Background: an optimization exercise with open tools, aiming at small area. Do not read the settings as production practice.
Only simulation tests tie the RTL to the original design; equivalence was not proved.
Power and IR drop assume default switching activity.

===== flow/config.mk =====
export PLATFORM = sky130hd
export DESIGN_NAME = sd_data_engine
export DESIGN_NICKNAME = sd_data_engine
export VERILOG_FILES = /design/flow/design.v
export SDC_FILE = /design/flow/constraint.sdc
export NUM_CORES = 4
export LEC_CHECK = 0
export CAP_MARGIN = 20
export CORE_MARGIN = 2
export CORE_UTILIZATION = 40
export PLACE_DENSITY = 0.6
export SLEW_MARGIN = 20

===== flow/constraint.sdc =====
create_clock -name core_clock -period 12.0 [get_ports {clk}]
set_input_delay 2.4000 -clock core_clock [delete_from_list [all_inputs] [get_ports {clk}]]
set_output_delay 2.4000 -clock core_clock [all_outputs]
set_load 0.01 [all_outputs]

===== flow/design.v =====
module sd_data_fsm(
    in_sd_clk,               
    hrst_n,                  
    in_soft_reset,           
    in_data_ready,           
    sd_fifo_full,
    in_sd_data,              
    in_data_direction,       
    need_to_receive_byte,    
    need_to_receive_block,  
    need_to_send_byte,       
    need_to_send_block,      
    in_data_width,           
    in_read_to,              
    current_state,           
    next_state,              
    has_send_bit_counter_en, 
    send_crc_counter,        
    has_send_bit,            
    receive_crc_status_counter,  
    has_receive_bit,         
    out_transfer_complete,   
    interval_counter,        
    out_read_to_error,       
    one_bk_re_end
);                      
input           in_sd_clk;               
input           hrst_n;                  
input           in_soft_reset;           
input           in_data_ready;
input           sd_fifo_full;
input [3:0]     in_sd_data;              
input           in_data_direction;       
input [10:0]    need_to_receive_byte;    
input [31:0]    need_to_receive_block;  
input [31:0]    need_to_send_byte;       
input [31:0]    need_to_send_block;      
input           in_data_width;           
input [31:0]    in_read_to;              
output [3:0]    current_state;         
output [3:0]    next_state;             
output          has_send_bit_counter_en; 
output [3:0]    send_crc_counter;        
output [13:0]   has_send_bit;            
output [1:0]    receive_crc_status_counter;  
output [13:0]   has_receive_bit;         
output reg     out_transfer_complete;   
output [1:0]    interval_counter;        
output          out_read_to_error;       
output          one_bk_re_end; 
reg     [3:0]       current_state;
reg     [3:0]       next_state;
reg                 has_receive_bit_counter_en;
reg                 has_send_bit_counter_en;
reg                 has_receive_block_counter_en;
reg                 has_send_block_counter_en;
reg                 receive_crc_counter_en;
reg                 read_resp_time_counter_en;
reg                 send_crc_counter_en;
reg                 interval_counter_en;
reg                 receive_crc_status_counter_en;
reg     [13:0]      has_receive_bit;
reg     [13:0]      has_send_bit;
reg     [31:0]      has_receive_block;
reg     [31:0]      has_send_block;
reg     [3:0]       receive_crc_counter;
reg     [31:0]      read_resp_time_counter;
reg     [3:0]       send_crc_counter;
reg     [1:0]       interval_counter;
reg     [1:0]       receive_crc_status_counter;
reg                 out_read_to_error;
wire                one_bk_re_end_tp;
reg                 one_bk_re_end;
wire    [13:0]      need_to_send_bit;
wire    [13:0]      need_to_receive_bit;
wire    [13:0]      need_to_send_bit_4;
wire    [13:0]      need_to_receive_bit_4;
assign      need_to_send_bit = {need_to_send_byte,3'b0};
assign      need_to_receive_bit = {need_to_receive_byte,3'b0};
assign      need_to_send_bit_4 = {2'b0,need_to_send_byte,1'b0};
assign      need_to_receive_bit_4 = {2'b0,need_to_receive_byte,1'b0};
always @ (posedge in_sd_clk or negedge hrst_n) begin
    if(!hrst_n)
        current_state <= 4'b0000;
    else if(!in_soft_reset)
        current_state <= 4'b0000;
    else 
        current_state <= next_state;
end
always @(*) begin
    out_read_to_error = 1'b0;
    out_transfer_complete = 1'b0;
    case (current_state)
        4'b0000:  
        begin
            has_receive_bit_counter_en      = 1'b0;
            has_send_bit_counter_en         = 1'b0;
            has_receive_block_counter_en    = 1'b0;
            has_send_block_counter_en       = 1'b0;
            receive_crc_counter_en          = 1'b0;
            read_resp_time_counter_en       = 1'b0; 
            send_crc_counter_en             = 1'b0;
            interval_counter_en             = 1'b0;
            receive_crc_status_counter_en   = 1'b0;
            out_transfer_complete           = 1'b0;
            if(in_data_ready)
                next_state = 4'b0001;
            else
                next_state = 4'b0000;
        end
        4'b0001:  
        begin
            has_receive_bit_counter_en      = 1'b0;
            has_send_bit_counter_en         = 1'b0;
            has_receive_block_counter_en    = 1'b0;
            has_send_block_counter_en       = 1'b0;
            receive_crc_counter_en          = 1'b0;
            read_resp_time_counter_en       = 1'b0; 
            send_crc_counter_en             = 1'b0;
            interval_counter_en             = 1'b0;
            receive_crc_status_counter_en   = 1'b0;
            out_transfer_complete           = 1'b0;
            if(!in_data_direction)
                next_state = 4'b0010;
            else
                next_state = 4'b0110;
        end
        4'b0010:  
        begin
            has_receive_bit_counter_en      = 1'b0;
            has_send_bit_counter_en         = 1'b0;
            has_receive_block_counter_en    = 1'b0;
            has_send_block_counter_en       = 1'b0;
            receive_crc_counter_en          = 1'b0;
            read_resp_time_counter_en       = 1'b0; 
            send_crc_counter_en             = 1'b0;
            interval_counter_en             = 1'b0;
            receive_crc_status_counter_en   = 1'b0;
            if (has_receive_block == need_to_receive_block)
            begin
                next_state = 4'b0000;
                out_transfer_complete = 1'b1;
            end
            else if (read_resp_time_counter == in_read_to)
            begin
                next_state = 4'b0000;
                out_read_to_error = 1'b1;
            end
            else begin
                if(!in_sd_data[0])
                    next_state = 4'b0011;
                else begin
                    next_state = 4'b0010;
                    read_resp_time_counter_en = 1'b1;
                end
            end
        end
        4'b0011:  
        begin
            has_send_bit_counter_en         = 1'b0;
            has_receive_block_counter_en    = 1'b0;
            has_send_block_counter_en       = 1'b0;
            receive_crc_counter_en          = 1'b0;
            read_resp_time_counter_en       = 1'b0; 
            send_crc_counter_en             = 1'b0;
            interval_counter_en             = 1'b0;
            receive_crc_status_counter_en   = 1'b0;
            out_transfer_complete           = 1'b0;
            if(!in_data_width) begin
                if (has_receive_bit == need_to_receive_bit - 1)
                begin
                    next_state = 4'b0100;
                    has_receive_bit_counter_en = 1'b0;
                end
                else begin
                    next_state = 4'b0011;
                    has_receive_bit_counter_en = 1'b1;
                end
            end
            else begin
                if (has_receive_bit == (need_to_receive_bit_4 - 1))
                begin
                    next_state = 4'b0100;
                    has_receive_bit_counter_en = 1'b0;
                end
                else begin
                    next_state = 4'b0011;
                    has_receive_bit_counter_en = 1'b1;
                end
            end
        end
        4'b0100:  
        begin
            has_receive_bit_counter_en      = 1'b0;
            has_send_bit_counter_en         = 1'b0;
            has_receive_block_counter_en    = 1'b0;
            has_send_block_counter_en       = 1'b0;
            read_resp_time_counter_en       = 1'b0; 
            send_crc_counter_en             = 1'b0;
            interval_counter_en             = 1'b0;
            receive_crc_status_counter_en   = 1'b0;
            out_transfer_complete           = 1'b0;
            if(receive_crc_counter == 15) begin
                next_state =4'b0101;
                receive_crc_counter_en = 1'b0;
            end
            else begin
                next_state = 4'b0100;
                receive_crc_counter_en = 1'b1;
            end
        end
        4'b0101:  
        begin
            has_receive_bit_counter_en      = 1'b0;
            has_send_bit_counter_en         = 1'b0;
            has_send_block_counter_en       = 1'b0;
            receive_crc_counter_en          = 1'b0;
            read_resp_time_counter_en       = 1'b0; 
            send_crc_counter_en             = 1'b0;
            interval_counter_en             = 1'b0;
            receive_crc_status_counter_en   = 1'b0;
            out_transfer_complete           = 1'b0;
            if(has_receive_block == (need_to_receive_block - 1)) begin
                next_state = 4'b0000;
                has_receive_block_counter_en = 1'b0;
                out_transfer_complete = 1'b1;
            end
            else begin
                next_state = 4'b0010;
                has_receive_block_counter_en = 1'b1;
            end
        end
        4'b0110:  
        begin
            has_receive_bit_counter_en      = 1'b0;
            has_send_bit_counter_en         = 1'b0;
            has_receive_block_counter_en    = 1'b0;
            has_send_block_counter_en       = 1'b0;
            receive_crc_counter_en          = 1'b0;
            read_resp_time_counter_en       = 1'b0; 
            send_crc_counter_en             = 1'b0;
            interval_counter_en             = 1'b0;
            receive_crc_status_counter_en   = 1'b0;
            out_transfer_complete           = 1'b0;
            if(sd_fifo_full) begin
                if(has_send_block == need_to_send_block)
                begin
                    next_state = 4'b0000;
                    out_transfer_complete = 1'b1;
                end
                else begin
				    if (!in_sd_data[0])
                        next_state = 4'b0110;
                    else
                        next_state = 4'b1101;
                end
            end
            else
                next_state = 4'b0110;
        end
        4'b0111:  
        begin
            has_receive_bit_counter_en      = 1'b0;
            has_receive_block_counter_en    = 1'b0;
            has_send_block_counter_en       = 1'b0;
            receive_crc_counter_en          = 1'b0;
            read_resp_time_counter_en       = 1'b0; 
            send_crc_counter_en             = 1'b0;
            interval_counter_en             = 1'b0;
            receive_crc_status_counter_en   = 1'b0;
            out_transfer_complete           = 1'b0;
            if (!in_data_width)
            begin
                if (has_send_bit == (need_to_send_bit - 1)) 
                begin
                    next_state = 4'b1000;
                    has_send_bit_counter_en = 1'b0;
                end
                else begin
                    next_state = 4'b0111;
                    has_send_bit_counter_en = 1'b1;
                end
            end
            else begin
                if (has_send_bit == (need_to_send_bit_4 - 1))
                begin
                    next_state = 4'b1000;
                    has_send_bit_counter_en = 1'b0;
                end
                else begin
                    next_state = 4'b0111;
                    has_send_bit_counter_en = 1'b1;
                end
            end
        end
        4'b1000:  
        begin
            has_receive_bit_counter_en      = 1'b0;
            has_send_bit_counter_en         = 1'b0;
            has_receive_block_counter_en    = 1'b0;
            has_send_block_counter_en       = 1'b0;
            receive_crc_counter_en          = 1'b0;
            read_resp_time_counter_en       = 1'b0; 
            interval_counter_en             = 1'b0;
            receive_crc_status_counter_en   = 1'b0;
            out_transfer_complete           = 1'b0;
            if (send_crc_counter == 15)
            begin
                next_state = 4'b1001;
                send_crc_counter_en = 1'b0;
            end
            else begin
                next_state = 4'b1000;
                send_crc_counter_en = 1'b1;
            end
        end
        4'b1001:  
        begin
            has_receive_bit_counter_en      = 1'b0;
            has_send_bit_counter_en         = 1'b0;
            has_receive_block_counter_en    = 1'b0;
            has_send_block_counter_en       = 1'b0;
            receive_crc_counter_en          = 1'b0;
            read_resp_time_counter_en       = 1'b0; 
            send_crc_counter_en             = 1'b0;
            interval_counter_en             = 1'b0;
            receive_crc_status_counter_en   = 1'b0;
            out_transfer_complete           = 1'b0;
            if (interval_counter == 3)
            begin
                next_state = 4'b1010;
                interval_counter_en = 1'b0;
            end
            else begin
                next_state = 4'b1001;
                interval_counter_en = 1'b1;
            end
        end
        4'b1010 : 
        begin
            has_receive_bit_counter_en      = 1'b0;
            has_send_bit_counter_en         = 1'b0;
            has_receive_block_counter_en    = 1'b0;
            has_send_block_counter_en       = 1'b0;
            receive_crc_counter_en          = 1'b0;
            read_resp_time_counter_en       = 1'b0; 
            send_crc_counter_en             = 1'b0;
            interval_counter_en             = 1'b0;
            receive_crc_status_counter_en   = 1'b0;
            out_transfer_complete           = 1'b0;
            if (receive_crc_status_counter == 3)
            begin
                next_state = 4'b1011;
                receive_crc_status_counter_en = 1'b0;
            end
            else begin
                next_state = 4'b1010;
                receive_crc_status_counter_en = 1'b1;
            end
        end
        4'b1011:  
        begin
            has_receive_bit_counter_en      = 1'b0;
            has_send_bit_counter_en         = 1'b0;
            has_receive_block_counter_en    = 1'b0;
            receive_crc_counter_en          = 1'b0;
            read_resp_time_counter_en       = 1'b0; 
            send_crc_counter_en             = 1'b0;
            interval_counter_en             = 1'b0;
            receive_crc_status_counter_en   = 1'b0;
            out_transfer_complete           = 1'b0;
            if (has_send_block == (need_to_send_block - 1))
            begin
                next_state = 4'b0000;
                has_send_block_counter_en = 1'b0;
                out_transfer_complete = 1'b1;
            end
            else begin
                next_state = 4'b0110;
                has_send_block_counter_en = 1'b1;
            end
        end
        4'b1100:  
        begin
            has_receive_bit_counter_en      = 1'b0;
            has_send_bit_counter_en         = 1'b0;
            has_receive_block_counter_en    = 1'b0;
            has_send_block_counter_en       = 1'b0;
            receive_crc_counter_en          = 1'b0;
            read_resp_time_counter_en       = 1'b0; 
            send_crc_counter_en             = 1'b0;
            interval_counter_en             = 1'b0;
            receive_crc_status_counter_en   = 1'b0;
            out_transfer_complete           = 1'b0;
            next_state = 4'b0111;
        end
        4'b1101:
        begin
            has_receive_bit_counter_en      = 1'b0;
            has_send_bit_counter_en         = 1'b0;
            has_receive_block_counter_en    = 1'b0;
            has_send_block_counter_en       = 1'b0;
            receive_crc_counter_en          = 1'b0;
            read_resp_time_counter_en       = 1'b0; 
            send_crc_counter_en             = 1'b0;
            interval_counter_en             = 1'b0;
            receive_crc_status_counter_en   = 1'b0;
            out_transfer_complete           = 1'b0;
            next_state = 4'b1110;
        end
        4'b1110:
        begin
            has_receive_bit_counter_en      = 1'b0;
            has_send_bit_counter_en         = 1'b0;
            has_receive_block_counter_en    = 1'b0;
            has_send_block_counter_en       = 1'b0;
            receive_crc_counter_en          = 1'b0;
            read_resp_time_counter_en       = 1'b0; 
            send_crc_counter_en             = 1'b0;
            interval_counter_en             = 1'b0;
            receive_crc_status_counter_en   = 1'b0;
            out_transfer_complete           = 1'b0;
            next_state = 4'b1100;
        end
        default:
        begin
            has_receive_bit_counter_en      = 1'b0;
            has_send_bit_counter_en         = 1'b0;
            has_receive_block_counter_en    = 1'b0;
            has_send_block_counter_en       = 1'b0;
            receive_crc_counter_en          = 1'b0;
            read_resp_time_counter_en       = 1'b0; 
            send_crc_counter_en             = 1'b0;
            interval_counter_en             = 1'b0;
            receive_crc_status_counter_en   = 1'b0;
            out_transfer_complete = 1'b0;
            next_state = 4'b0000;
        end
    endcase
end
assign  one_bk_re_end_tp = (current_state == 4'b0101);
always @(posedge in_sd_clk or negedge hrst_n) begin
    if (!hrst_n)
		one_bk_re_end <= 1'b0;
	else 
		one_bk_re_end <= one_bk_re_end_tp;
end
always @(posedge in_sd_clk or negedge hrst_n) begin
    if (!hrst_n)
        has_receive_bit <= 14'b0;
    else if (!in_soft_reset)
        has_receive_bit <= 14'b0;
    else if (current_state == 4'b0100)
        has_receive_bit <= 14'b0;
    else if (has_receive_bit_counter_en)
        has_receive_bit <= has_receive_bit + 1;
end
always @(posedge in_sd_clk or negedge hrst_n) begin
    if (!hrst_n)
        read_resp_time_counter <= 32'b0;
    else if (!in_soft_reset)
        read_resp_time_counter <= 32'b0;
    else if (current_state == 4'b0000)
        read_resp_time_counter <= 32'b0;
    else if (read_resp_time_counter == in_read_to)
        read_resp_time_counter <= 32'b0;
    else if (read_resp_time_counter_en)
        read_resp_time_counter <= read_resp_time_counter + 1;
end       
always @(posedge in_sd_clk or negedge hrst_n) begin
    if (!hrst_n)
        has_send_bit <= 14'b0;
    else if (!in_soft_reset)
        has_send_bit <= 14'b0;
    else if (current_state == 4'b1000)
        has_send_bit <= 14'b0;
    else if (has_send_bit_counter_en)
        has_send_bit <= has_send_bit + 1;
end
always @(posedge in_sd_clk or negedge hrst_n) begin
    if (!hrst_n)
        receive_crc_counter <= 14'b0;
    else if (!in_soft_reset)
        receive_crc_counter <= 14'b0;
    else if (receive_crc_counter == 15)
        receive_crc_counter <= 14'b0;
    else if (receive_crc_counter_en)
        receive_crc_counter <= receive_crc_counter + 1;
end
always @(posedge in_sd_clk or negedge hrst_n) begin
    if (!hrst_n)
        has_receive_block <= 32'b0;
    else if (!in_soft_reset)
        has_receive_block <= 32'b0;
    else if (current_state == 4'b0000)
        has_receive_block <= 32'b0;
    else if (has_receive_block_counter_en)
        has_receive_block <= has_receive_block + 1;
end
always @(posedge in_sd_clk or negedge hrst_n) begin
    if (!hrst_n)
        has_send_block <= 32'b0;
    else if (!in_soft_reset)
        has_send_block <= 32'b0;
    else if (current_state == 4'b0000)
        has_send_block <= 32'b0;
    else if (has_send_block_counter_en)
        has_send_block <= has_send_block + 1;
end
always @(posedge in_sd_clk or negedge hrst_n) begin
    if (!hrst_n)
        interval_counter <= 2'b0;
    else if (!in_soft_reset)
        interval_counter <= 2'b0;
    else if (interval_counter == 3)
        interval_counter <= 2'b0;
    else if (interval_counter_en)
        interval_counter <= interval_counter + 1;
end
always @(posedge in_sd_clk or negedge hrst_n) begin
    if (!hrst_n)
        receive_crc_status_counter <= 2'b0;
    else if (!in_soft_reset)
        receive_crc_status_counter <= 2'b0;
    else if (receive_crc_status_counter == 3)
        receive_crc_status_counter <= 14'b0;
    else if (receive_crc_status_counter_en)
        receive_crc_status_counter <= receive_crc_status_counter + 1;
end
always @(posedge in_sd_clk or negedge hrst_n) begin
    if (!hrst_n)
        send_crc_counter <= 14'b0;
    else if (!in_soft_reset)
        send_crc_counter <= 14'b0;
    else if (send_crc_counter == 15)
        send_crc_counter <= 14'b0;
    else if (send_crc_counter_en)
        send_crc_counter <= send_crc_counter + 1;
end
endmodule
module sd_data_send_shift_register (
        in_sd_clk,
        hrst_n,
        in_soft_reset,
        in_sd_data,
        sd_fifo_rdata,
        in_current_state,
        in_next_state,
        in_data_width,
        in_send_crc_counter,
        in_has_send_bit,
        in_interval_counter,
        out_serial_data,
        sd_fifo_re,
        out_crc_status_wrong,
        out_data_dir,
        out_data_half_delay
);
input               in_sd_clk;               
input               hrst_n;                  
input               in_soft_reset;           
input   [3:0]       in_sd_data;              
input   [31:0]      sd_fifo_rdata;           
input   [3:0]       in_current_state;        
input   [3:0]       in_next_state;           
input               in_data_width;           
input   [3:0]       in_send_crc_counter;     
input   [13:0]      in_has_send_bit;         
input   [1:0]       in_interval_counter;     
output  [3:0]       out_serial_data;         
output              sd_fifo_re;              
output              out_crc_status_wrong;    
output  [3:0]       out_data_dir;            
output  [3:0]       out_data_half_delay;     
reg [3:0]   out_serial_data;
reg [31:0]  shift_reg0;
reg [15:0]  crc_reg0;
reg [15:0]  crc_reg1;
reg [15:0]  crc_reg2;
reg [15:0]  crc_reg3;
reg [15:0]  crc_shift_reg0;
reg [15:0]  crc_shift_reg1;
reg [15:0]  crc_shift_reg2;
reg [15:0]  crc_shift_reg3;
reg [0:31]  data_for_send;
reg [3:0]   crc_status_reg;
reg         sd_fifo_re;
reg         out_crc_status_wrong;
wire [31:0] sd_fifo_rdata_tp;
wire [3:0]  data_dir_pos;
assign out_data_half_delay = out_serial_data;
assign data_dir_pos[0] = (  (in_current_state == 4'b1110)            ||
                            (in_current_state == 4'b1100)    ||
                            (in_current_state == 4'b0111)              ||
                            (in_current_state == 4'b1000)          ||
                            ((in_current_state == 4'b1001)     &&
                            ((in_interval_counter == 0) || (in_interval_counter == 1)))
                        );
assign data_dir_pos[1] = in_data_width && ((in_current_state == 4'b1110) ||
                            (in_current_state == 4'b1100)        ||
                            (in_current_state == 4'b0111)                  ||
                            (in_current_state == 4'b1000)              ||
                            ((in_current_state == 4'b1001)         &&
                            ((in_interval_counter == 0) || (in_interval_counter == 1)))
                        );
assign data_dir_pos[2] = in_data_width && ((in_current_state == 4'b1110) ||
                            (in_current_state == 4'b1100)        ||
                            (in_current_state == 4'b0111)                  ||
                            (in_current_state == 4'b1000)              ||
                            ((in_current_state == 4'b1001)         &&
                            ((in_interval_counter == 0) || (in_interval_counter == 1)))
                        );
assign data_dir_pos[3] = in_data_width && ((in_current_state == 4'b1110) ||
                            (in_current_state == 4'b1100)        ||
                            (in_current_state == 4'b0111)                  ||
                            (in_current_state == 4'b1000)              ||
                            ((in_current_state == 4'b1001)         &&
                            ((in_interval_counter == 0) || (in_interval_counter == 1)))
                        );
assign out_data_dir = data_dir_pos;
always @(posedge in_sd_clk or negedge hrst_n) begin
    if (!hrst_n) begin
        shift_reg0 <= 32'b0;
        out_serial_data <= 4'b1111;
        crc_status_reg <= 4'b0;
        crc_shift_reg0 <= 16'b0;
        crc_shift_reg1 <= 16'b0;
        crc_shift_reg2 <= 16'b0;
        crc_shift_reg3 <= 16'b0;
    end
    else if (!in_soft_reset) 
    begin
        shift_reg0 <= 32'b0;
        out_serial_data <= 4'b1111;
        crc_status_reg <= 4'b0;
        crc_shift_reg0 <= 16'b0;
        crc_shift_reg1 <= 16'b0;
        crc_shift_reg2 <= 16'b0;
        crc_shift_reg3 <= 16'b0;
    end
    else 
    begin
        if(!in_data_width)
        begin
            if (in_current_state == 4'b1100)
                out_serial_data[0] <= 1'b0;
            else if (in_current_state == 4'b0111)
            begin
                if (in_has_send_bit[4:0] == 5'b0)
                    {out_serial_data[0],shift_reg0} <= {sd_fifo_rdata_tp,1'b0};
                else 
                    {out_serial_data[0],shift_reg0} <= {shift_reg0,1'b0};
            end
            else if (in_current_state == 4'b1000)
            begin
                if (in_send_crc_counter == 0)
                    {out_serial_data[0],crc_shift_reg0} <= {crc_reg0,1'b0};
                else 
                    {out_serial_data[0],crc_shift_reg0} <= {crc_shift_reg0,1'b0};
            end
            else if (in_current_state == 4'b1001)
            begin
                out_serial_data[0] <= 1'b1;
            end
            else if (in_current_state == 4'b1010)
            begin
                crc_status_reg <= {crc_status_reg[2:0], in_sd_data[0]};
            end
            else if (in_current_state == 4'b0110)
            begin
                crc_status_reg <= 4'b0;
            end
        end
        else
        begin
            if (in_current_state == 4'b1100)
                out_serial_data <= 4'b0;
            else if (in_current_state == 4'b0111)
            begin
                if (in_has_send_bit[2:0] == 3'b0)
                    {out_serial_data,shift_reg0} <= {sd_fifo_rdata_tp,4'b0};
                else
                    {out_serial_data,shift_reg0} <= {shift_reg0,4'b0};
            end
            else if (in_current_state == 4'b1000)
            begin
                if(in_send_crc_counter == 0)
                begin
                    {out_serial_data[3],crc_shift_reg3} <= {crc_reg3,1'b0};
                    {out_serial_data[2],crc_shift_reg2} <= {crc_reg2,1'b0};
                    {out_serial_data[1],crc_shift_reg1} <= {crc_reg1,1'b0};
                    {out_serial_data[0],crc_shift_reg0} <= {crc_reg0,1'b0};
                end
                else
                begin
                    {out_serial_data[3],crc_shift_reg3} <= {crc_shift_reg3,1'b0};
                    {out_serial_data[2],crc_shift_reg2} <= {crc_shift_reg2,1'b0};
                    {out_serial_data[1],crc_shift_reg1} <= {crc_shift_reg1,1'b0};
                    {out_serial_data[0],crc_shift_reg0} <= {crc_shift_reg0,1'b0};
                end
            end
            else if (in_current_state == 4'b1001)
                out_serial_data <= 4'b1111;
            else if (in_current_state == 4'b1010)
            begin
                crc_status_reg <= {crc_status_reg[2:0],in_sd_data[0]};
            end
            else if (in_current_state ==4'b0110)
                crc_status_reg <= 4'b0;
        end
    end
end
always @(posedge in_sd_clk or negedge hrst_n) begin
    if (!hrst_n) begin
        crc_reg3 <= 16'b0;
        crc_reg2 <= 16'b0;
        crc_reg1 <= 16'b0;
        crc_reg0 <= 16'b0;
    end
    else if (!in_soft_reset) begin
        crc_reg3 <= 16'b0;
        crc_reg2 <= 16'b0;
        crc_reg1 <= 16'b0;
        crc_reg0 <= 16'b0;
    end
    else if (in_current_state == 4'b0110) begin
        crc_reg3 <= 16'b0;
        crc_reg2 <= 16'b0;
        crc_reg1 <= 16'b0;
        crc_reg0 <= 16'b0;
    end
    else if (in_current_state == 4'b0111)
    begin
        if (!in_data_width)
        begin
            crc_reg0[0] <= data_for_send[in_has_send_bit[4:0]] ^ crc_reg0[15];
            crc_reg0[1] <= crc_reg0[0];
            crc_reg0[2] <= crc_reg0[1];
            crc_reg0[3] <= crc_reg0[2];
            crc_reg0[4] <= crc_reg0[3];
            crc_reg0[5] <= crc_reg0[4] ^ data_for_send[in_has_send_bit[4:0]] ^ crc_reg0[15];
            crc_reg0[6] <= crc_reg0[5];
            crc_reg0[7] <= crc_reg0[6];
            crc_reg0[8] <= crc_reg0[7];
            crc_reg0[9] <= crc_reg0[8];
            crc_reg0[10] <= crc_reg0[9];
            crc_reg0[11] <= crc_reg0[10];
            crc_reg0[12] <= crc_reg0[11] ^ data_for_send[in_has_send_bit[4:0]] ^ crc_reg0[15];
            crc_reg0[13] <= crc_reg0[12];
            crc_reg0[14] <= crc_reg0[13];
            crc_reg0[15] <= crc_reg0[14];
        end
        else
        begin
            crc_reg3[0] <= data_for_send[{in_has_send_bit[2:0],2'b0}] ^ crc_reg3[15];
            crc_reg3[1] <= crc_reg3[0];
            crc_reg3[2] <= crc_reg3[1];
            crc_reg3[3] <= crc_reg3[2];
            crc_reg3[4] <= crc_reg3[3];
            crc_reg3[5] <= crc_reg3[4] ^ data_for_send[{in_has_send_bit[2:0],2'b0}] ^ crc_reg3[15];
            crc_reg3[6] <= crc_reg3[5];
            crc_reg3[7] <= crc_reg3[6];
            crc_reg3[8] <= crc_reg3[7];
            crc_reg3[9] <= crc_reg3[8];
            crc_reg3[10] <= crc_reg3[9];
            crc_reg3[11] <= crc_reg3[10];
            crc_reg3[12] <= crc_reg3[11] ^ data_for_send[{in_has_send_bit[2:0],2'b0}] ^ crc_reg3[15];
            crc_reg3[13] <= crc_reg3[12];
            crc_reg3[14] <= crc_reg3[13];
            crc_reg3[15] <= crc_reg3[14];
            crc_reg2[0] <= data_for_send[{in_has_send_bit[2:0],2'b0}+1] ^ crc_reg2[15];
            crc_reg2[1] <= crc_reg2[0];
            crc_reg2[2] <= crc_reg2[1];
            crc_reg2[3] <= crc_reg2[2];
            crc_reg2[4] <= crc_reg2[3];
            crc_reg2[5] <= crc_reg2[4] ^ data_for_send[{in_has_send_bit[2:0],2'b0}+1] ^ crc_reg2[15];
            crc_reg2[6] <= crc_reg2[5];
            crc_reg2[7] <= crc_reg2[6];
            crc_reg2[8] <= crc_reg2[7];
            crc_reg2[9] <= crc_reg2[8];
            crc_reg2[10] <= crc_reg2[9];
            crc_reg2[11] <= crc_reg2[10];
            crc_reg2[12] <= crc_reg2[11] ^ data_for_send[{in_has_send_bit[2:0],2'b0}+1] ^ crc_reg2[15];
            crc_reg2[13] <= crc_reg2[12];
            crc_reg2[14] <= crc_reg2[13];
            crc_reg2[15] <= crc_reg2[14];
            crc_reg1[0] <= data_for_send[{in_has_send_bit[2:0],2'b0}+2] ^ crc_reg1[15];
            crc_reg1[1] <= crc_reg1[0];
            crc_reg1[2] <= crc_reg1[1];
            crc_reg1[3] <= crc_reg1[2];
            crc_reg1[4] <= crc_reg1[3];
            crc_reg1[5] <= crc_reg1[4] ^ data_for_send[{in_has_send_bit[2:0],2'b0}+2] ^ crc_reg1[15];
            crc_reg1[6] <= crc_reg1[5];
            crc_reg1[7] <= crc_reg1[6];
            crc_reg1[8] <= crc_reg1[7];
            crc_reg1[9] <= crc_reg1[8];
            crc_reg1[10] <= crc_reg1[9];
            crc_reg1[11] <= crc_reg1[10];
            crc_reg1[12] <= crc_reg1[11] ^ data_for_send[{in_has_send_bit[2:0],2'b0}+2] ^ crc_reg1[15];
            crc_reg1[13] <= crc_reg1[12];
            crc_reg1[14] <= crc_reg1[13];
            crc_reg1[15] <= crc_reg1[14];
            crc_reg0[0] <= data_for_send[{in_has_send_bit[2:0],2'b0}+3] ^ crc_reg0[15];
            crc_reg0[1] <= crc_reg0[0];
            crc_reg0[2] <= crc_reg0[1];
            crc_reg0[3] <= crc_reg0[2];
            crc_reg0[4] <= crc_reg0[3];
            crc_reg0[5] <= crc_reg0[4] ^ data_for_send[{in_has_send_bit[2:0],2'b0}+3] ^ crc_reg0[15];
            crc_reg0[6] <= crc_reg0[5];
            crc_reg0[7] <= crc_reg0[6];
            crc_reg0[8] <= crc_reg0[7];
            crc_reg0[9] <= crc_reg0[8];
            crc_reg0[10] <= crc_reg0[9];
            crc_reg0[11] <= crc_reg0[10];
            crc_reg0[12] <= crc_reg0[11] ^ data_for_send[{in_has_send_bit[2:0],2'b0}+3] ^ crc_reg0[15];
            crc_reg0[13] <= crc_reg0[12];
            crc_reg0[14] <= crc_reg0[13];
            crc_reg0[15] <= crc_reg0[14];
        end
    end
end
assign sd_fifo_rdata_tp = {sd_fifo_rdata[7:0],sd_fifo_rdata[15:8],sd_fifo_rdata[23:16],sd_fifo_rdata[31:24]};
always @(*) begin
    data_for_send = 32'b0;
    if (in_current_state == 4'b0111)
        data_for_send = sd_fifo_rdata_tp;
end
always @(*) begin
    sd_fifo_re = 1'b0;
    if (!in_data_width)
    begin
        if(((in_current_state == 4'b1100) && (in_has_send_bit[4:0] == 5'b0)) ||
            ((in_current_state == 4'b0111) && (in_next_state == 4'b0111) && (in_has_send_bit[4:0] == 5'b11111)))
            sd_fifo_re = 1'b1;
    end
    else begin
        if(((in_current_state == 4'b1100) && (in_has_send_bit[2:0] == 3'b0)) ||
            ((in_current_state == 4'b0111) && (in_next_state == 4'b0111) && (in_has_send_bit[2:0] == 3'b111)))
            sd_fifo_re = 1'b1;
    end
end
always @(*) begin
    out_crc_status_wrong =1'b0;
    if((in_current_state == 4'b1011) && !(crc_status_reg == 4'b0010))
        out_crc_status_wrong =1'b1;
end
endmodule
module sd_data_receive_shift_register(
        in_sd_clk,                   
        hrst_n,                     
        in_soft_reset,               
        in_current_state,            
        in_serial_data,              
        in_data_width,               
        in_has_receive_bit,          
        sd_fifo_wdata,               
        sd_fifo_we,                  
        out_receive_data_crc_error   
);
input               in_sd_clk;                   
input               hrst_n;                     
input               in_soft_reset;               
input   [3:0]       in_current_state;            
input   [3:0]       in_serial_data;              
input               in_data_width;               
input   [13:0]      in_has_receive_bit;          
output  [31:0]      sd_fifo_wdata;               
output              sd_fifo_we;                  
output              out_receive_data_crc_error;   
reg                 out_receive_data_crc_error;
reg                 sd_fifo_we;
reg     [15:0]      crc_reg0;
reg     [15:0]      crc_reg1;
reg     [15:0]      crc_reg2;
reg     [15:0]      crc_reg3;
reg     [15:0]      generate_crc_reg0;
reg     [15:0]      generate_crc_reg1;
reg     [15:0]      generate_crc_reg2;
reg     [15:0]      generate_crc_reg3;
reg     [31:0]      shift_reg;
reg                 out_write_receive_fifo;
assign sd_fifo_wdata = {shift_reg[7:0],shift_reg[15:8],shift_reg[23:16],shift_reg[31:24]};
always @(posedge in_sd_clk or negedge hrst_n) begin
    if (!hrst_n)
        sd_fifo_we <= 1'b0;
    else if (!in_soft_reset)
        sd_fifo_we <= 1'b0;
    else 
        sd_fifo_we <= out_write_receive_fifo;
end
always @(posedge in_sd_clk or negedge hrst_n) begin
    if(!hrst_n)
        shift_reg <= 32'b0;
    else if (!in_soft_reset)
        shift_reg <= 32'b0;
    else begin
        if (in_current_state == 4'b0011)
        begin
            if(!in_data_width)
                shift_reg <= {shift_reg[30:0],in_serial_data[0]};
            else
                shift_reg <= {shift_reg[27:0],in_serial_data};
        end
    end
end
always @(*) begin
    out_write_receive_fifo = 1'b0;
    if (!in_data_width) 
    begin
        if ((in_current_state == 4'b0011) && (in_has_receive_bit[4:0] == 5'b11111))
            out_write_receive_fifo = 1'b1;
    end
    else begin
        if((in_current_state == 4'b0011) && (in_has_receive_bit[2:0] == 3'b111))
            out_write_receive_fifo = 1'b1;
    end
end
always @(posedge in_sd_clk or negedge hrst_n)begin
    if (!hrst_n)
    begin
        crc_reg0 <= 16'b0;
        crc_reg1 <= 16'b0;
        crc_reg2 <= 16'b0;
        crc_reg3 <= 16'b0;
    end
    else if (!in_soft_reset)
    begin
        crc_reg0 <= 16'b0;
        crc_reg1 <= 16'b0;
        crc_reg2 <= 16'b0;
        crc_reg3 <= 16'b0;
    end
    else if ((in_current_state == 4'b0101))
    begin
        crc_reg0 <= 16'b0;
        crc_reg1 <= 16'b0;
        crc_reg2 <= 16'b0;
        crc_reg3 <= 16'b0;
    end
    else if (in_current_state == 4'b0100)
    begin
        if(in_data_width == 1'b0)
            crc_reg0 <= {crc_reg0[14:0],in_serial_data[0]};
        else begin
            crc_reg0 <= {crc_reg0[14:0],in_serial_data[0]};
            crc_reg1 <= {crc_reg1[14:0],in_serial_data[1]};
            crc_reg2 <= {crc_reg2[14:0],in_serial_data[2]};
            crc_reg3 <= {crc_reg3[14:0],in_serial_data[3]};
        end
    end
end
 always @(posedge in_sd_clk or negedge hrst_n) begin
     if (!hrst_n)
     begin
         generate_crc_reg0 <= 16'b0;
         generate_crc_reg1 <= 16'b0;
         generate_crc_reg2 <= 16'b0;
         generate_crc_reg3 <= 16'b0;
    end
    else if (!in_soft_reset)
    begin
         generate_crc_reg0 <= 16'b0;
         generate_crc_reg1 <= 16'b0;
         generate_crc_reg2 <= 16'b0;
         generate_crc_reg3 <= 16'b0;
     end
     else if ((in_current_state == 4'b0101))
     begin
         generate_crc_reg0 <= 16'b0;
         generate_crc_reg1 <= 16'b0;
         generate_crc_reg2 <= 16'b0;
         generate_crc_reg3 <= 16'b0;
     end
     else if (in_current_state == 4'b0011)
     begin
         if (in_data_width == 1'b0)
         begin
             generate_crc_reg0[0] <= in_serial_data[0] ^ generate_crc_reg0[15];
             generate_crc_reg0[1] <= generate_crc_reg0[0];
             generate_crc_reg0[2] <= generate_crc_reg0[1];
             generate_crc_reg0[3] <= generate_crc_reg0[2];
             generate_crc_reg0[4] <= generate_crc_reg0[3];
             generate_crc_reg0[5] <= generate_crc_reg0[4] ^ in_serial_data[0] ^ generate_crc_reg0[15];
             generate_crc_reg0[6] <= generate_crc_reg0[5];
             generate_crc_reg0[7] <= generate_crc_reg0[6];
             generate_crc_reg0[8] <= generate_crc_reg0[7];
             generate_crc_reg0[9] <= generate_crc_reg0[8];
             generate_crc_reg0[10] <= generate_crc_reg0[9];
             generate_crc_reg0[11] <= generate_crc_reg0[10];
             generate_crc_reg0[12] <= generate_crc_reg0[11] ^ in_serial_data[0] ^ generate_crc_reg0[15];
             generate_crc_reg0[13] <= generate_crc_reg0[12];
             generate_crc_reg0[14] <= generate_crc_reg0[13];
             generate_crc_reg0[15] <= generate_crc_reg0[14];
         end
         else begin
             generate_crc_reg0[0] <= in_serial_data[0] ^ generate_crc_reg0[15];
             generate_crc_reg0[1] <= generate_crc_reg0[0];
             generate_crc_reg0[2] <= generate_crc_reg0[1];
             generate_crc_reg0[3] <= generate_crc_reg0[2];
             generate_crc_reg0[4] <= generate_crc_reg0[3];
             generate_crc_reg0[5] <= generate_crc_reg0[4] ^ in_serial_data[0] ^ generate_crc_reg0[15];
             generate_crc_reg0[6] <= generate_crc_reg0[5];
             generate_crc_reg0[7] <= generate_crc_reg0[6];
             generate_crc_reg0[8] <= generate_crc_reg0[7];
             generate_crc_reg0[9] <= generate_crc_reg0[8];
             generate_crc_reg0[10] <= generate_crc_reg0[9];
             generate_crc_reg0[11] <= generate_crc_reg0[10];
             generate_crc_reg0[12] <= generate_crc_reg0[11] ^ in_serial_data[0] ^ generate_crc_reg0[15];
             generate_crc_reg0[13] <= generate_crc_reg0[12];
             generate_crc_reg0[14] <= generate_crc_reg0[13];
             generate_crc_reg0[15] <= generate_crc_reg0[14];
             generate_crc_reg1[0] <= in_serial_data[1] ^ generate_crc_reg1[15];
             generate_crc_reg1[1] <= generate_crc_reg1[0];
             generate_crc_reg1[2] <= generate_crc_reg1[1];
             generate_crc_reg1[3] <= generate_crc_reg1[2];
             generate_crc_reg1[4] <= generate_crc_reg1[3];
             generate_crc_reg1[5] <= generate_crc_reg1[4] ^ in_serial_data[1] ^ generate_crc_reg1[15];
             generate_crc_reg1[6] <= generate_crc_reg1[5];
             generate_crc_reg1[7] <= generate_crc_reg1[6];
             generate_crc_reg1[8] <= generate_crc_reg1[7];
             generate_crc_reg1[9] <= generate_crc_reg1[8];
             generate_crc_reg1[10] <= generate_crc_reg1[9];
             generate_crc_reg1[11] <= generate_crc_reg1[10];
             generate_crc_reg1[12] <= generate_crc_reg1[11] ^ in_serial_data[1] ^ generate_crc_reg1[15];
             generate_crc_reg1[13] <= generate_crc_reg1[12];
             generate_crc_reg1[14] <= generate_crc_reg1[13];
             generate_crc_reg1[15] <= generate_crc_reg1[14];
             generate_crc_reg2[0] <= in_serial_data[2] ^ generate_crc_reg2[15];
             generate_crc_reg2[1] <= generate_crc_reg2[0];
             generate_crc_reg2[2] <= generate_crc_reg2[1];
             generate_crc_reg2[3] <= generate_crc_reg2[2];
             generate_crc_reg2[4] <= generate_crc_reg2[3];
             generate_crc_reg2[5] <= generate_crc_reg2[4] ^ in_serial_data[2] ^ generate_crc_reg2[15];
             generate_crc_reg2[6] <= generate_crc_reg2[5];
             generate_crc_reg2[7] <= generate_crc_reg2[6];
             generate_crc_reg2[8] <= generate_crc_reg2[7];
             generate_crc_reg2[9] <= generate_crc_reg2[8];
             generate_crc_reg2[10] <= generate_crc_reg2[9];
             generate_crc_reg2[11] <= generate_crc_reg2[10];
             generate_crc_reg2[12] <= generate_crc_reg2[11] ^ in_serial_data[2] ^ generate_crc_reg2[15];
             generate_crc_reg2[13] <= generate_crc_reg2[12];
             generate_crc_reg2[14] <= generate_crc_reg2[13];
             generate_crc_reg2[15] <= generate_crc_reg2[14];
             generate_crc_reg3[0] <= in_serial_data[3] ^ generate_crc_reg3[15];
             generate_crc_reg3[1] <= generate_crc_reg3[0];
             generate_crc_reg3[2] <= generate_crc_reg3[1];
             generate_crc_reg3[3] <= generate_crc_reg3[2];
             generate_crc_reg3[4] <= generate_crc_reg3[3];
             generate_crc_reg3[5] <= generate_crc_reg3[4] ^ in_serial_data[3] ^ generate_crc_reg3[15];
             generate_crc_reg3[6] <= generate_crc_reg3[5];
             generate_crc_reg3[7] <= generate_crc_reg3[6];
             generate_crc_reg3[8] <= generate_crc_reg3[7];
             generate_crc_reg3[9] <= generate_crc_reg3[8];
             generate_crc_reg3[10] <= generate_crc_reg3[9];
             generate_crc_reg3[11] <= generate_crc_reg3[10];
             generate_crc_reg3[12] <= generate_crc_reg3[11] ^ in_serial_data[3] ^ generate_crc_reg3[15];
             generate_crc_reg3[13] <= generate_crc_reg3[12];
             generate_crc_reg3[14] <= generate_crc_reg3[13];
             generate_crc_reg3[15] <= generate_crc_reg3[14];
         end
     end
end
always @(*) begin
     out_receive_data_crc_error = 1'b0;
     if(!in_data_width)begin
         if ((in_current_state == 4'b0101) && !(crc_reg0 == generate_crc_reg0))
             out_receive_data_crc_error = 1'b1;
     end
     else begin
         if((in_current_state == 4'b0101) && ((crc_reg0 != generate_crc_reg0) || (crc_reg1 != generate_crc_reg1) || (crc_reg2 != generate_crc_reg2) || (crc_reg3 != generate_crc_reg3)))
             out_receive_data_crc_error = 1'b1;
     end
end
endmodule
module sd_data_engine (
    input         clk,
    input         rst_n,
    input         soft_rst_n,
    input         data_ready,
    input         tx_fifo_full,
    input         data_direction,
    input         data_width,
    input  [10:0] block_len,
    input  [31:0] block_number,
    input  [31:0] read_to,
    input  [3:0]  sd_dat_in,
    input  [31:0] tx_fifo_rdata,
    output [3:0]  sd_dat_out,
    output [3:0]  sd_dat_oe,
    output        tx_fifo_re,
    output [31:0] rx_fifo_wdata,
    output        rx_fifo_we,
    output        tx_crc_status_err,
    output        rx_crc_err,
    output        transfer_complete,
    output        read_to_error,
    output        block_rx_end
);
wire [3:0]  current_state;
wire [3:0]  next_state;
wire        has_send_bit_counter_en;
wire [3:0]  send_crc_counter;
wire [13:0] has_send_bit;
wire [1:0]  receive_crc_status_counter;
wire [13:0] has_receive_bit;
wire [1:0]  interval_counter;
sd_data_fsm u_fsm (
    .in_sd_clk                  (clk),
    .hrst_n                     (rst_n),
    .in_soft_reset              (soft_rst_n),
    .in_data_ready              (data_ready),
    .sd_fifo_full               (tx_fifo_full),
    .in_sd_data                 (sd_dat_in),
    .in_data_direction          (data_direction),
    .need_to_receive_byte       (block_len),
    .need_to_receive_block      (block_number),
    .need_to_send_byte          ({21'b0, block_len}),
    .need_to_send_block         (block_number),
    .in_data_width              (data_width),
    .in_read_to                 (read_to),
    .current_state              (current_state),
    .next_state                 (next_state),
    .has_send_bit_counter_en    (has_send_bit_counter_en),
    .send_crc_counter           (send_crc_counter),
    .has_send_bit               (has_send_bit),
    .receive_crc_status_counter (receive_crc_status_counter),
    .has_receive_bit            (has_receive_bit),
    .out_transfer_complete      (transfer_complete),
    .interval_counter           (interval_counter),
    .out_read_to_error          (read_to_error),
    .one_bk_re_end              (block_rx_end)
);
sd_data_send_shift_register u_send (
    .in_sd_clk                  (clk),
    .hrst_n                     (rst_n),
    .in_soft_reset              (soft_rst_n),
    .in_sd_data                 (sd_dat_in),
    .sd_fifo_rdata              (tx_fifo_rdata),
    .in_current_state           (current_state),
    .in_next_state              (next_state),
    .in_data_width              (data_width),
    .in_send_crc_counter        (send_crc_counter),
    .in_has_send_bit            (has_send_bit),
    .in_interval_counter        (interval_counter),
    .out_serial_data            (),
    .sd_fifo_re                 (tx_fifo_re),
    .out_crc_status_wrong       (tx_crc_status_err),
    .out_data_dir               (sd_dat_oe),
    .out_data_half_delay        (sd_dat_out)
);
sd_data_receive_shift_register u_recv (
    .in_sd_clk                  (clk),
    .hrst_n                     (rst_n),
    .in_soft_reset              (soft_rst_n),
    .in_current_state           (current_state),
    .in_serial_data             (sd_dat_in),
    .in_data_width              (data_width),
    .in_has_receive_bit         (has_receive_bit),
    .sd_fifo_wdata              (rx_fifo_wdata),
    .sd_fifo_we                 (rx_fifo_we),
    .out_receive_data_crc_error (rx_crc_err)
);
endmodule

===== flow/run.sh =====
#!/bin/bash
# synth_recipe.tcl (not shown) runs the flow's synth.tcl, then flattens the netlist and writes it again
# the make line also repeats each setting of config.mk as NAME=value (left out here)
make -C /OpenROAD-flow-scripts/flow DESIGN_CONFIG=/design/flow/config.mk WORK_HOME=/design/flow/orfs CLKGATE_MAP_FILE= SYNTH_SCRIPT=/design/flow/synth_recipe.tcl finish

==> metrics.cfg <==
[timing]
setup_tns_ps=0
layout_min_cycle_time_ps=9560
fin_crit_sh_pct=79.67
rsz0062_at_grt=false
maxSlewViolCount=0
clock.fmax_mhz=104.6
fin_ws_ps=2440
setup_violations=0
max-slew-margin-rel_pct=27.06
tightest_slew_ps=1090
hold_viol=0
fin_worst_skew_ps=40.21

[clock_network]
cts_tree=done
clk_pin_slew_ps=60
numCtsBuffers=54
clock_latency_ps=630
clkSinkCount=465
hold_buffers=0
cts_resized=0
cts-root-buf=clkbuf_16
cts_buffer_depth=3
htree_levels=2
cts_setup_buffers=0

[placement]
place.gp.congestion=0.9390
place_area_um2=29680
post-place-ws_ps=2373
port_buffers=164
dp_cells=3793
place_hpwl_um=55350

[global_routing]
antenna_found_initial=2
grt_pass1_vias=21880
grt_pass1_wl_um=127800
grt-ovfl-total=0
track_usage_pct=22.42
grt_max_degree=167

[detailed_routing]
dr_total_vias=22490
vias_per_cell=5.774
routed_wl_um=79670
routedWlPerCell_um=20.45
remaining_drc_errors=0
drt_pass1_iterations=6
drtAntennaViolNets=0
drtIter0Drc=1834

[yosys]
synth_area_leaders=dfrtp_1 (42%), a22o_1 (5.2%), xor2_1 (5.1%), nand2_1 (4.9%), xnor2_1 (4.9%)
ys_seq_area_share_pct=42.37
synth_area_um2=27480
syn_inst=2941
postSynthAreaPerCell_um2=9.343
synth_edf_count=0
ys.flop_type=dfrtp_1
synth_nets=3078
synth_top_area_share_pct=41.98
netlist-cell-type-count=82
synth_top_cell_by_area=dfrtp_1
yosysWarnings=3
synthArstFlopShare_pct=100.0
ys_seq_elements=465

[run_status]
outcome=complete, no violations

[floorplanning]
die_w_um=266.1
die-area_um2=70810
fp-row-count=96
start_util_pct=40.20
die_h_um=266.1
ios=165
coreArea_um2=68350

[finish]
final-instance-count-excl-fill=3895
area_delta_synth_final_pct=14.87
design_area_um2=31560
utilization_pct=46.18
drive_gt1_share_pct=6.673
final_nets=3105

[setup_path]
cp-end-kind=primary output
r2r-start=u_fsm.has_receive_block[19]
crit_start=block_number[0]
crit_required_ps=9600
critPathKind=primary input to primary output
worstSetupStartpointType=primary input
slowest_delay_ps=710
crit_slowest_cell=or4b_2
path_max_fanout=8
cp.arrival_ps=7160
crit_chain=clkdlybuf4s50_1 > inv_1 > ha_1 > or4b_2 > nor4_1 > xor2_1 > o211ai_1 > or4_1 > nor4_1 > nand3_1 > o311ai_0 > clkdlybuf4s50_1

[job]
max_cap_violations=0

[hold_path]
min_from=u_send.crc_shift_reg3[1]
hold_class=flip-flop to flip-flop

[power]
p_leak_nw=14.10
vdd_drop_max_mv=0.1186
power_density_nw_per_um2=132.6

==> path summary, 6_finish.rpt <==
check                                              to  slack (ps)  cells after the start
max in group asynchronous  u_fsm.has_receive_block[5]        8200                      3
hold reg to reg              u_send.crc_shift_reg3[1]         490                      2
setup reg to reg           u_fsm.has_receive_block[2]        8050                      9
setup / recovery                    transfer_complete        2440                     12
hold / removal               u_send.crc_shift_reg3[1]         490                      2
min in group asynchronous         u_recv.crc_reg1[13]        1810                      1
==> logic make-up after synthesis <==
family	count (synthesis)	share of synthesized area, %
and+or+nand+nor	1087	19.67
buffers and inverters	284	4.016
adders and majority gates	20	0.9016
AOI/OAI and AO/OA	608	16.21
xor gates and xnor gates	319	10.42
DFF	465	42.37
muxes	158	6.416
==> cell type report <==
| type | instances | area [um^2] |
|---|---|---|
| Antenna cell | 1 | 2.502 |
| Clock buffer | 79 | 1555 |
| Clock inverter | 21 | 300.3 |
| Fill cell | 6437 | 36780 |
| Inverter | 58 | 217.7 |
| Multi-Input combinational cell | 2192 | 14820 |
| Sequential cell | 465 | 11640 |
| Tap cell | 882 | 1104 |
| Timing Repair Buffer | 197 | 1918 |
==> metrics by stage <==
stage | total power [mW] | hold WS, ps
3_3_place_gp | 2.493 | 465.2
2_1_floorplan | 2.216 | 449.2
4_1_cts | 4.227 | 495.1
3_5_place_dp | 2.507 | 481.4
5_1_grt | 4.376 | 517.3
6_report | 4.186 | 490.1
==> synthesized netlist by cell type (74+ instances only) <==
cell,instances
a21oi_1,92
mux2i_1,130
nand3_1,83
nor2b_1,74
xnor2_1,153
dfrtp_1,461
nor2_1,210
clkbuf_1,197
o21ai_0,125
a22o_1,164
nand2_1,358
xor2_1,161
==> layout by cell type (no fill, tap or decap), types with 11 or more instances in the layout <==
cell / Yosys / routed
a21oi_1: 92 / 90
a31oi_1: 13 / 13
or4_1: 23 / 23
clkdlybuf4s50_1: 0 / 161
a21boi_0: 13 / 11
a311oi_1: 27 / 27
nand4_1: 69 / 69
nor2_1: 210 / 210
buf_4: 2 / 32
o211ai_1: 12 / 12
nor3b_1: 13 / 12
nor3_1: 53 / 51
nand2b_1: 14 / 14
a211oi_1: 34 / 33
or2_2: 18 / 18
and2_1: 21 / 21
inv_1: 57 / 57
o21ai_0: 125 / 125
xnor2_1: 153 / 153
a22o_1: 164 / 164
clkbuf_16: 0 / 54
nor4_1: 68 / 66
o211a_1: 45 / 45
nand2_1: 358 / 357
xor2_1: 161 / 161
clkbuf_8: 0 / 11
nand3_1: 83 / 82
dfrtp_1: 461 / 461
nor2b_1: 74 / 72
mux4_2: 13 / 13
ha_1: 19 / 19
mux2i_1: 130 / 130
clkbuf_1: 197 / 14
or3_1: 16 / 16
and3_1: 23 / 23
==> routing by layer <==
metal | share of wire (%) | global-route usage, % | up-vias
met5 | 0.029 | 0 | -
met4 | 2.0 | 5.299 | 4
met3 | 4.7 | 3.512 | 97
met2 | 47 | 35.76 | 477
met1 | 47 | 31.99 | 11350
li1 | - | - | 10570
==> report_power, final <==
group / leakage, nW / total, mW / internal (mW) / switching [mW]
Sequential: 6.47 / 1.69 / 1.62 / 0.0720
Combinational: 6.72 / 0.794 / 0.279 / 0.515
Clock: 0.905 / 1.70 / 1.01 / 0.694
==> worst max-delay path: cells and delay by family <==
family	cells	cell delay, ps
and+or+nand+nor	5	2500
buffers and inverters	3	1400
adders and majority gates	1	320
AOI/OAI and AO/OA	2	320
xor gates and xnor gates	1	200

static timing again, ports no longer ideal:
Ports are ideal in the flow. The routed layout listed here was re-timed in OpenROAD. Step 1, drivers: a clkbuf_16 drives clk and a buf_2 each remaining input, both assumed. Step 2 adds t to the input delays and takes it off the output delays; t is the mean of the earliest and latest rising clock arrival at the registers after step 1. Input paths then give back, and output paths get back, about the clock's delay inside the block. Slacks: ideal / step 1 / step 2; pairs: ideal / step 1.
t, ns: 0.675
slack for setup (ns): 2.440 / 2.417 / 2.417
hold slack, ns: 0.490 / 0.490 / 0.490
latest minus earliest clock arrival (ns): 0.041 / 0.041
worst register clock-pin slew, ns: 0.06 / 0.06
After both steps this run still meets setup and hold. The setup slack of this run moves by -0.023 ns with the drivers and by -0.023 ns with both steps.
